Context: an optimization exercise on an open-source flow, tuned for small area. The choices shown serve that exercise and are no tape-out recipe. Where RTL was checked, it was by simulation tests only, not by an equivalence proof against the original. Power is estimated from default activity; no workload was simulated.

## main
module main
  #(
    parameter gate_width = 10,
    parameter MMa_width = 5
   )
   (
    input  logic clk, start_read, reset, ADC_SDAT,
    output logic iv_hold, iv_reset,
    output logic [gate_width:0] gate,
    output logic [MMa_width - 1:0] M, Ma,
    output logic ADC_SCLK, ADC_CS_N, ADC_SADDR, Tx_out,
    output logic [7:0] LED
   );
==> flow/config.mk <==
export PLATFORM = sky130hd
export DESIGN_NAME = main
export DESIGN_NICKNAME = main
export VERILOG_FILES = /design/flow/design.v
export SDC_FILE = /design/flow/constraint.sdc
export NUM_CORES = 4
export LEC_CHECK = 0
export CAP_MARGIN = 20
export CORE_MARGIN = 2
export CORE_UTILIZATION = 40
export SLEW_MARGIN = 20
export SYNTH_HIERARCHICAL = 1
export SYNTH_MINIMUM_KEEP_SIZE = 0
==> flow/constraint.sdc <==
create_clock -name core_clock -period 20.0 [get_ports {clk}]
set_input_delay 4.0000 -clock core_clock [delete_from_list [all_inputs] [get_ports {clk}]]
set_output_delay 4.0000 -clock core_clock [all_outputs]
set_load 0.01 [all_outputs]
standard.sh (not shown) runs the stock make flow with config.mk's settings and CLKGATE_MAP_FILE= SYNTH_SCRIPT=/design/flow/synth_recipe.tcl, a recipe that flattens the netlist after the stock synthesis.
==> flow/flow/run.sh <==
#!/bin/bash
# Layout flow: the standard flow (standard.sh, unchanged synthesis) with
#  - the smallest buffer (buf_1) on each input and output port,
#  - a clock tree of clkbuf_4 only and no dummy clock loads,
#  - power recovery (downsizing of gates with slack) after global routing.
# The make output goes to standard.log; each tool's log is under orfs/logs.
bash standard.sh \
  BUFFER_PORTS_ARGS="-buffer_cell sky130_fd_sc_hd__buf_1" \
  CTS_ARGS="-sink_clustering_enable -repair_clock_nets -dont_use_dummy_load -buf_list sky130_fd_sc_hd__clkbuf_4" \
  finish > standard.log 2>&1
The baseline finished clean.
Edit:
--- a/flow/flow/run.sh
+++ b/flow/flow/run.sh
@@ -8,2 +8,4 @@
   BUFFER_PORTS_ARGS="-buffer_cell sky130_fd_sc_hd__buf_1" \
+  RECOVER_POWER=100 \
+  SKIP_REPAIR_TIE_FANOUT=1 \
   CTS_ARGS="-sink_clustering_enable -repair_clock_nets -dont_use_dummy_load -buf_list sky130_fd_sc_hd__clkbuf_4" \
After rerunning: Now the flow ran to the end with violations: max-capacitance violations, max-slew violations; power drops by 1.3%; synthesized area does not change; via count climbs by 1.5%; final cell count drops by 2.2%; core utilization drops by 2.0 points; clock power drops by about 4%; routed wire length climbs by 0.37%; worst hold slack hardly moves; non-clock buffer count is unchanged.
Function was not checked in any run of this note: the RTL went through the layout flow alone.

* * *

Another version of the RTL of main (not shown whole).
For scale: ~210 cells after synthesis, ~31 flip-flops, about 1900 um2 of cells after synthesis.
## main
module main
  #(
    parameter gate_width = 10,
    parameter MMa_width = 5
   )
   (
    input  logic clk, start_read, reset, ADC_SDAT,
    output logic iv_hold, iv_reset,
    output logic [gate_width:0] gate,
    output logic [MMa_width - 1:0] M, Ma,
    output logic ADC_SCLK, ADC_CS_N, ADC_SADDR, Tx_out,
    output logic [7:0] LED
   );
Settings: LEC_CHECK=0, CAP_MARGIN=20, CORE_MARGIN=2, CORE_UTILIZATION=40, SLEW_MARGIN=20; clock period 20.0 ns.
==> flow/flow/run.sh <==
#!/bin/bash
# Layout flow: the standard flow (standard.sh, unchanged synthesis) with
#  - the smallest buffer (buf_1) on each input and output port,
#  - a clock tree of clkbuf_4 only and no dummy clock loads,
#  - power recovery (downsizing of gates with slack) after global routing.
# The make output goes to standard.log; each tool's log is under orfs/logs.
bash standard.sh \
  BUFFER_PORTS_ARGS="-buffer_cell sky130_fd_sc_hd__buf_1" \
  RECOVER_POWER=100 \
  CTS_ARGS="-sink_clustering_enable -repair_clock_nets -dont_use_dummy_load -buf_list sky130_fd_sc_hd__clkbuf_4" \
  finish > standard.log 2>&1
Change:
==> flow/flow/run.sh (replaced) <==
#!/bin/bash
# Layout flow: the standard flow with smaller port buffers, a single
# clock buffer level and power recovery (downsizing) after global routing.
bash standard.sh \
  BUFFER_PORTS_ARGS="-buffer_cell sky130_fd_sc_hd__buf_1" \
  RECOVER_POWER=100 \
  CTS_ARGS="-sink_clustering_enable -repair_clock_nets -sink_clustering_size 50 -sink_clustering_max_diameter 500 -dont_use_dummy_load" \
  finish > standard.log 2>&1
Outcome: Worst hold slack is about the same; setup slack is better by 0.059 ns; global-route usage barely changes; routed wire length increases slightly; non-clock buffer count does not change; die area stays the same.

## re-timing with driven ports
In the flow no input, the clock included, has a driving cell. The finished layouts below were timed again as built, in two steps.
Step 1: set_driving_cell puts a clkbuf_16 on clk and a buf_2 on each other input, an assumption about the parent block.
Step 2 moves the port delays by t, midway between the first and last clock arrival at a register: inputs arrive t later, outputs are due t later. That takes back most of the time a late clock gives input paths.
Slacks: no drivers / after step 1 / after step 2; pairs: no drivers / after step 1.
| run | t (ns) | setup WS [ns] | worst register clock-pin slew, ns |
|---|---|---|---|
| the first run of note 1 | 0.351 | 13.379 / 13.356 / 13.707 | 0.10 / 0.10 |
| the second run of note 1 | 0.339 | 11.935 / 11.911 / 12.250 | 0.11 / 0.11 |
| the first run of note 2 | 0.341 | 13.458 / 13.435 / 13.776 | 0.10 / 0.10 |
| the second run of note 2 | 0.297 | 13.517 / 13.490 / 13.788 | 0.06 / 0.06 |
